This design comes from an exercise in tuning for small area and a short achievable clock period on the open sky130 flow, not from production work. At most, simulation tests tie the RTL to the original design; equivalence was not proved. Power is estimated from default activity; no workload was simulated.

==> flow/design.v (excerpt) <==
module FLP_multiplier_4(
    input [31:0] A,
    input [31:0] B,
    input rst,
    input clk,
    output [31:0] result
);
For scale: about 2700 cells after synthesis.
export LEC_CHECK = 0
export CAP_MARGIN = 20
export CORE_MARGIN = 2
export CORE_UTILIZATION = 40
export CTS_BUF_LIST = sky130_fd_sc_hd__clkbuf_4 sky130_fd_sc_hd__clkbuf_8
export SETUP_SLACK_MARGIN = 3.5
export SLEW_MARGIN = 20
create_clock -name core_clock -period 7.0 [get_ports {clk}]
standard.sh (not shown) runs the stock make flow with config.mk's settings and CLKGATE_MAP_FILE= SYNTH_SCRIPT=/design/flow/synth_recipe.tcl, a recipe that flattens the netlist after the stock synthesis.
==> flow/flow/run.sh <==
#!/bin/bash
set -o pipefail
bash standard.sh ADDER_MAP_FILE= "BUFFER_PORTS_ARGS=-buffer_cell sky130_fd_sc_hd__buf_2" finish > flow_make.log 2>&1
The baseline passed the timing, DRC and antenna checks.
Change:
--- a/flow/config.mk
+++ b/flow/config.mk
@@ -6,8 +6,8 @@
 export NUM_CORES = 4
 export LEC_CHECK = 0
+export ABC_AREA = 1
 export CAP_MARGIN = 20
 export CORE_MARGIN = 2
 export CORE_UTILIZATION = 40
-export CTS_BUF_LIST = sky130_fd_sc_hd__clkbuf_4 sky130_fd_sc_hd__clkbuf_8
 export SETUP_SLACK_MARGIN = 3.5
 export SLEW_MARGIN = 20
Result: Wire length increases by 24%. Count of clock-buffer cells in the layout decreases by 21. Die area increases by 7.8%. Via count increases by 26%.
Change:
==> flow/flow/run.sh (replaced) <==
#!/bin/bash
set -o pipefail
bash standard.sh SYNTH_ARGS=-noabc "BUFFER_PORTS_ARGS=-buffer_cell sky130_fd_sc_hd__buf_2" finish > flow_make.log 2>&1
--- a/flow/config.mk
+++ b/flow/config.mk
@@ -6,8 +6,8 @@
 export NUM_CORES = 4
 export LEC_CHECK = 0
-export ABC_AREA = 1
 export CAP_MARGIN = 20
 export CORE_MARGIN = 2
 export CORE_UTILIZATION = 40
+export CTS_BUF_LIST = sky130_fd_sc_hd__clkbuf_4 sky130_fd_sc_hd__clkbuf_8
 export SETUP_SLACK_MARGIN = 3.5
 export SLEW_MARGIN = 20
Hold slack barely changes.
Final cell count went down by about 40%.
Routed wire length goes down by about 30%.
Change:
==> flow/flow/run.sh (replaced) <==
#!/bin/bash
set -o pipefail
bash standard.sh ADDER_MAP_FILE= "BUFFER_PORTS_ARGS=-buffer_cell sky130_fd_sc_hd__buf_2" finish > flow_make.log 2>&1
--- a/flow/config.mk
+++ b/flow/config.mk
@@ -9,5 +9,4 @@
 export CORE_MARGIN = 2
 export CORE_UTILIZATION = 40
-export CTS_BUF_LIST = sky130_fd_sc_hd__clkbuf_4 sky130_fd_sc_hd__clkbuf_8
 export SETUP_SLACK_MARGIN = 3.5
 export SLEW_MARGIN = 20
- final cell count came out higher by 19%
- wire length came out higher by 18%
- design area came out higher by 3.9%
- core utilization came out lower by 1.6 points
- area after synthesis came out higher by 7.7%
- clock power came out higher by about 10%
- worst setup slack improves by 0.22 ns
- total power came out higher by 4.5%
- fmax came out higher by 6.6%
- clock-buffer cell count came out lower by 20
Change:
==> flow/flow/run.sh (replaced) <==
#!/bin/bash
set -o pipefail
bash standard.sh ADDER_MAP_FILE= SYNTH_ARGS=-noabc "BUFFER_PORTS_ARGS=-buffer_cell sky130_fd_sc_hd__buf_2" finish > flow_make.log 2>&1
--- a/flow/config.mk
+++ b/flow/config.mk
@@ -9,4 +9,5 @@
 export CORE_MARGIN = 2
 export CORE_UTILIZATION = 40
+export CTS_BUF_LIST = sky130_fd_sc_hd__clkbuf_4 sky130_fd_sc_hd__clkbuf_8
 export SETUP_SLACK_MARGIN = 3.5
 export SLEW_MARGIN = 20
After rerunning: Synthesized area goes down by about 2%; routed wire length falls by 3.0%; count of clock-buffer cells in the layout goes up by 26; critical path depth stays the same; maximum frequency shrinks by 1.5%; total power went down by 2.4%; via count shrinks by 2.6%.


run a:
Another version of the RTL of FLP_multiplier_4 (not shown whole).
For scale: about 2700 cells after synthesis, ~210 flip-flops, about 98 I/O pins.
Settings: LEC_CHECK=0, CAP_MARGIN=20, CORE_MARGIN=2, CORE_UTILIZATION=40, CTS_BUF_LIST=sky130_fd_sc_hd__clkbuf_4 sky130_fd_sc_hd__clkbuf_8, SETUP_SLACK_MARGIN=3.85, SLEW_MARGIN=20; clock period 7.0 ns.
==> flow/flow/run.sh <==
#!/bin/bash
set -o pipefail
bash standard.sh ADDER_MAP_FILE= SYNTH_ARGS=-noabc "BUFFER_PORTS_ARGS=-buffer_cell sky130_fd_sc_hd__buf_2" finish > flow_make.log 2>&1
Run a completed end to end with timing, DRC and antenna clean.
--- input diff run a..run b ---
-- flow/config.mk --
<<< run a, line 12
export SETUP_SLACK_MARGIN = 3.85
>>> run b, line 12
export SETUP_SLACK_MARGIN = 3.5
==> comparison <==
- All of run b and run a finish clean.
- As of run b, non-clock buffer count in the final layout had fallen by more than 10% compared to run a.
- From run a to run b the numbers moved as follows: total half-perimeter wirelength after legalization and detailed placement lost about 0.5%, combinational power lost about 9%.
- Run b improves on run a in final non-filler cell area.
- Diff run b and run a: net total in the final layout lower in run b
- Run a → run b: met2 usage went down; initial antenna violation count now smaller.


Setup of run 1:
Another version of the RTL of FLP_multiplier_4 (not shown whole).
For scale: about 250 flip-flops, ~98 I/O pins, roughly 0.022 sq mm of cells after synthesis.
clock: 7.0 ns
lec_check: 0
cap_margin: 20
core_margin: 2
core_utilization: 60
setup_slack_margin: 3.5
slew_margin: 20
==> flow/flow/run.sh <==
#!/bin/bash
set -o pipefail
bash standard.sh ADDER_MAP_FILE= "BUFFER_PORTS_ARGS=-buffer_cell sky130_fd_sc_hd__buf_2" finish > flow_make.log 2>&1
Here is what was changed in the inputs of run 2 compared with run 1.
Settings: a change of CORE_UTILIZATION from 60 to 40; an added SYNTH_HIERARCHICAL of 1.
Findings:
- For run 2, the highest-delay cell along the critical path was xnor3_1, unlike run 1, where it was dfxtp_1.
- Summary of run 2 over run 1: worst hold slack decreased by 0.0043 ns relative to the old numbers; switching share of power decreased 0.69 points; detailed placer's ending HPWL climbed about 12%; clock period minus worst slack lost 0.021 ns.
- Compared with run 1, run 2 shows a higher wire length.
## Diff of input files: run 3 against run 2
Settings: clearing SYNTH_HIERARCHICAL, which used to be 1.
### Flow results
On worst path setup slack after routing, run 3 does worse than run 2. Compared with run 2, the detailed router inserted fewer vias in run 3. Final cycle utilization of the critical path: lower on run 2.


FLP_multiplier_4, a different RTL version from the one above (not shown whole).
Size in the first run: roughly 0.024 sq mm of cells after synthesis.
// FLP_multiplier_4
module FLP_multiplier_4(
    input [31:0] A,
    input [31:0] B,
    input rst,
    input clk,
    output [31:0] result
);
clock: 7.0 ns
lec_check: 0
abc_clock_period_in_ps: 2500
cap_margin: 20
core_margin: 2
core_utilization: 40
setup_slack_margin: 4.5
slew_margin: 20
==> flow/flow/run.sh <==
#!/bin/bash
set -o pipefail
bash standard.sh ADDER_MAP_FILE= finish > flow_make.log 2>&1
Next try:
==> flow/run.sh (new file) <==
#!/bin/bash
# synth_recipe.tcl (not shown) runs the flow's synth.tcl, then flattens the netlist and writes it again
# the make line also repeats each setting of config.mk as NAME=value (left out here)
make -C /OpenROAD-flow-scripts/flow DESIGN_CONFIG=/design/flow/config.mk WORK_HOME=/design/flow/orfs CLKGATE_MAP_FILE= SYNTH_SCRIPT=/design/flow/synth_recipe.tcl finish
removed: flow/flow/run.sh
removed: flow/standard.sh
Outcome: The new run ran to the end with no violations; routed wire length is lower by about 20%; power is lower by about 17%; utilization is lower by 3.7 points; clock skew is lower by 4.2 ps; die area is lower by 9.2%; clock power is lower by about 8%.
No run of this note included a check of the RTL's function; only the layout flow was run.


== onyx ==
FLP_multiplier_4, a different RTL version from the one above (not shown whole).
For scale: ~98 I/O pins.
clock: 7.0 ns
lec_check: 0
cap_margin: 20
core_margin: 2
core_utilization: 40
setup_slack_margin: 4.0
slew_margin: 20
==> flow/flow/run.sh <==
#!/bin/bash
set -o pipefail
bash standard.sh ADDER_MAP_FILE= "BUFFER_PORTS_ARGS=-buffer_cell sky130_fd_sc_hd__buf_2" finish > flow_make.log 2>&1
The following lists how tundra was set up differently from onyx:
Settings: SETUP_SLACK_MARGIN: 4.0 -> 3.5.
Notes after the runs:
tundra vs. onyx: number of global-route vias before repair went down; worst setup slack after layout decreased by 0.23 ns relative to the old numbers; area growth from synthesis to layout lower; length of routed wiring on met1 now smaller; average wire per cell in the routed design lower.
Delta (tundra minus onyx): proportion of cell area spent on the clock network up 0.67 points, total internal power down 13%, part of the cycle the worst path needs up 3.2 points, via density per instance flat.
Run comparison: tundra first element of the critical path z2[19]$_DFF_P_; onyx first element of the critical path z2[18]$_DFF_P_
Reported for tundra and onyx, total standard cell area after synthesis turned out identical to the last digit.
No functional check of the RTL was part of any run of this note.


FLP_multiplier_4, a different RTL version from the one above (not shown whole).
Size: roughly 3300 cells after synthesis, ~210 flip-flops, ~98 I/O pins, ~25000 sq um of cells after synthesis.
clock: 7.0 ns
lec_check: 0
cap_margin: 20
core_margin: 2
core_utilization: 40
setup_slack_margin: 3.5
slew_margin: 20
==> flow/flow/run.sh <==
#!/bin/bash
set -o pipefail
bash standard.sh ADDER_MAP_FILE= finish > flow_make.log 2>&1
Then changed:
==> flow/flow/run.sh (replaced) <==
#!/bin/bash
set -o pipefail
bash standard.sh ADDER_MAP_FILE= "BUFFER_PORTS_ARGS=-buffer_cell sky130_fd_sc_hd__buf_2" finish > flow_make.log 2>&1
The new run ran to the end with no violations.
Power hardly moves.
Clock skew grows by 0.015 ns.
Core utilization came out lower by 0.92 points.
Routed wire length is lower slightly.
Clock-buffer cell count shrinks by 4.
Setup slack got worse by 0.064 ns.
Sequential power is about the same.
Global-route usage shrinks by 0.20 points.
Critical path depth falls by 6.
Function was not checked in any run of this note: the RTL went through the layout flow alone.


== lane 1 ==
FLP_multiplier_4 with an RTL version that a note above also has.
For scale: ~210 flip-flops, about 98 I/O pins, about 0.021 mm^2 of cells after synthesis.
Design FLP_multiplier_4, start of the top module:
module FLP_multiplier_4(
    input [31:0] A,
    input [31:0] B,
    input rst,
    input clk,
    output [31:0] result
);
    reg [22:0] a1, b1;
    reg s1;
    reg [7:0] e1;
    wire [7:0] e0 = A[30:23] + B[30:23] + 8'd129;    
    always @(posedge clk) begin
        a1 <= A[22:0];
        b1 <= B[22:0];
        e1 <= e0;
        s1 <= A[31] ^ B[31];
    end
    wire [25:0] a3_0 = {2'b01, A[22:0]} + {1'b1, A[22:0], 1'b0};
    reg [25:0] a3_1;
    always @(posedge clk) a3_1 <= a3_0;
    wire [39:0] dg0;
    booth8_enc enc(.b(B[22:0]), .dg(dg0));
    reg [39:0] dg1;
    always @(posedge clk) dg1 <= dg0;
    wire [71:0] z;
    wire zc;
    mul_s1 st1(.a(a1), .a3(a3_1), .dg(dg1), .z(z), .cout(zc));
    reg [71:0] z2;
    reg c2;
    reg [7:0] e2;
    reg sg2;
    always @(posedge clk) begin
        z2 <= z;
        c2 <= zc;
        e2 <= e1;
        sg2 <= s1;
    end
    wire hi;
    wire [22:0] m, ml, mh;
    mul_s2 st2(.z(z2), .cin(c2), .hi(hi), .ml(ml), .mh(mh), .m(m));
    wire [7:0] e2i = e2 + 8'd1;
    wire [7:0] e = hi ? e2i : e2;
    reg [31:0] r3;
    always @(posedge clk) r3 <= {sg2, e, m};
    assign result = r3;
endmodule
clock: 7.0 ns
lec_check: 0
cap_margin: 20
core_margin: 2
core_utilization: 40
cts_buf_list: sky130_fd_sc_hd__clkbuf_4 sky130_fd_sc_hd__clkbuf_8
setup_slack_margin: 3.5
slew_margin: 20
==> flow/flow/run.sh <==
#!/bin/bash
set -o pipefail
bash standard.sh ADDER_MAP_FILE= "BUFFER_PORTS_ARGS=-buffer_cell sky130_fd_sc_hd__buf_2" finish > flow_make.log 2>&1
### lane 1 -> lane 2
- a change of SETUP_SLACK_MARGIN from 3.5 to 4.0
==> flow/flow/run.sh <==
#!/bin/bash
set -o pipefail
bash standard.sh ADDER_MAP_FILE= SYNTH_ARGS=-noabc "BUFFER_PORTS_ARGS=-buffer_cell sky130_fd_sc_hd__buf_2" finish > flow_make.log 2>&1
### Flow results
The mean post-synth cell area of lane 2 and that of lane 1 are within noise of each other.
Changes observed in lane 2 relative to lane 1: setup fix buffers added after clock tree synthesis rose by 57, share of the clock period used by the worst path after layout shows a reduction of 3.9 points, combinational power share +3.6 points, total vias in the final route moved up.
Fraction of layout instances using a drive strength above 1: lane 2 > lane 1
Lane 2 vs lane 1: final critical-path setup slack up
Lane 1 and lane 2 ended up with nearly the same chip height.
For data required time of the worst path, lane 2 and lane 1 come out practically identical.
Utilization up 7.7 points in lane 2 wrt lane 1
## Diff of input files: lane 3 against lane 2
- SETUP_SLACK_MARGIN changed from 4.0 to 3.75
### Flow results
Diff lane 2 -> lane 3: power in sequential cells went down by about 2%; non-filler instance count after layout decreased by about 4.4% relative to the old numbers. Leakage power of the design is lower on lane 3. Overall power of the completed layout of lane 3 falls short of that of lane 2 by more than 10%. From lane 2 to lane 3 the numbers moved as follows: combinational cell fraction of total power fell 2.4 points, total routed wirelength fell 7400 um.

## what the ideal ports hide
The results above use ideal ports. As a check the final layouts listed here were re-extracted and re-timed, cells and wires unchanged.
Step 1 assumes that a clkbuf_16 drives the clock port and a buf_2 every other input.
Step 2 adds t to the input delays and takes it off the output delays; t is the mean of the earliest and latest rising clock arrival at the registers after step 1. Input paths then give back, and output paths get back, about the clock's delay inside the block.
Slacks: no drivers / after step 1 / after step 2; pairs: no drivers / after step 1.
| run | t, ns | setup WS [ns] | hold slack, ns | latest minus earliest clock arrival (ns) | pins driven straight from the clock port |
|---|---|---|---|---|---|
| the first run of note 1 | 0.672 | 3.644 / 3.584 / 3.062 | 0.323 / 0.323 / 0.323 | 0.047 / 0.047 | 1 |
| the second run of note 1 | 0.637 | 3.605 / 3.534 / 3.428 | 0.323 / 0.323 / 0.323 | 0.013 / 0.013 | 1 |
| the third run of note 1 | 0.659 | 3.401 / 3.401 / 3.075 | 0.325 / 0.325 / 0.325 | 0.034 / 0.033 | 1 |
| the fourth run of note 1 | 0.627 | 3.624 / 3.606 / 3.099 | 0.324 / 0.324 / 0.324 | 0.015 / 0.015 | 1 |
| the fifth run of note 1 | 0.641 | 3.573 / 3.559 / 3.167 | 0.300 / 0.300 / 0.300 | 0.038 / 0.038 | 1 |
| run a | 0.651 | 3.833 / 3.833 / 3.212 | 0.324 / 0.324 / 0.324 | 0.039 / 0.039 | 1 |
| run b | 0.635 | 3.673 / 3.673 / 3.101 | 0.325 / 0.325 / 0.325 | 0.057 / 0.057 | 1 |
| run 1 | 0.603 | 3.607 / 3.607 / 3.118 | 0.330 / 0.330 / 0.330 | 0.014 / 0.015 | 1 |
| run 2 | 0.621 | 3.628 / 3.628 / 3.249 | 0.326 / 0.326 / 0.326 | 0.022 / 0.022 | 1 |
| run 3 | 0.619 | 3.616 / 3.616 / 3.102 | 0.326 / 0.326 / 0.326 | 0.023 / 0.023 | 1 |
| the first run of note 4 | 0.552 | 2.736 / 2.736 / 2.736 | 0.332 / 0.332 / 0.332 | 0.028 / 0.028 | 1 |
| the second run of note 4 | 0.530 | 1.999 / 1.999 / 1.999 | 0.327 / 0.327 / 0.327 | 0.025 / 0.025 | 1 |
| onyx | 0.615 | 3.772 / 3.772 / 3.236 | 0.326 / 0.326 / 0.326 | 0.021 / 0.021 | 1 |
| tundra | 0.613 | 3.546 / 3.546 / 3.115 | 0.326 / 0.326 / 0.326 | 0.019 / 0.019 | 1 |
| the first run of note 6 | 0.637 | 3.550 / 3.550 / 3.550 | 0.327 / 0.327 / 0.327 | 0.026 / 0.026 | 1 |
| the second run of note 6 | 0.634 | 3.487 / 3.487 / 3.487 | 0.328 / 0.328 / 0.328 | 0.040 / 0.040 | 1 |
| lane 1 | 0.646 | 3.590 / 3.590 / 3.300 | 0.326 / 0.326 / 0.326 | 0.074 / 0.074 | 1 |
| lane 2 | 0.649 | 3.865 / 3.865 / 3.241 | 0.326 / 0.326 / 0.326 | 0.015 / 0.015 | 1 |
| lane 3 | 0.623 | 3.810 / 3.810 / 3.264 | 0.324 / 0.324 / 0.324 | 0.033 / 0.033 | 1 |
After both steps setup and hold are still met in every run listed. The setup slack of lane 2, which loses most, moves by 0.000 ns with the drivers and by -0.624 ns with both steps.
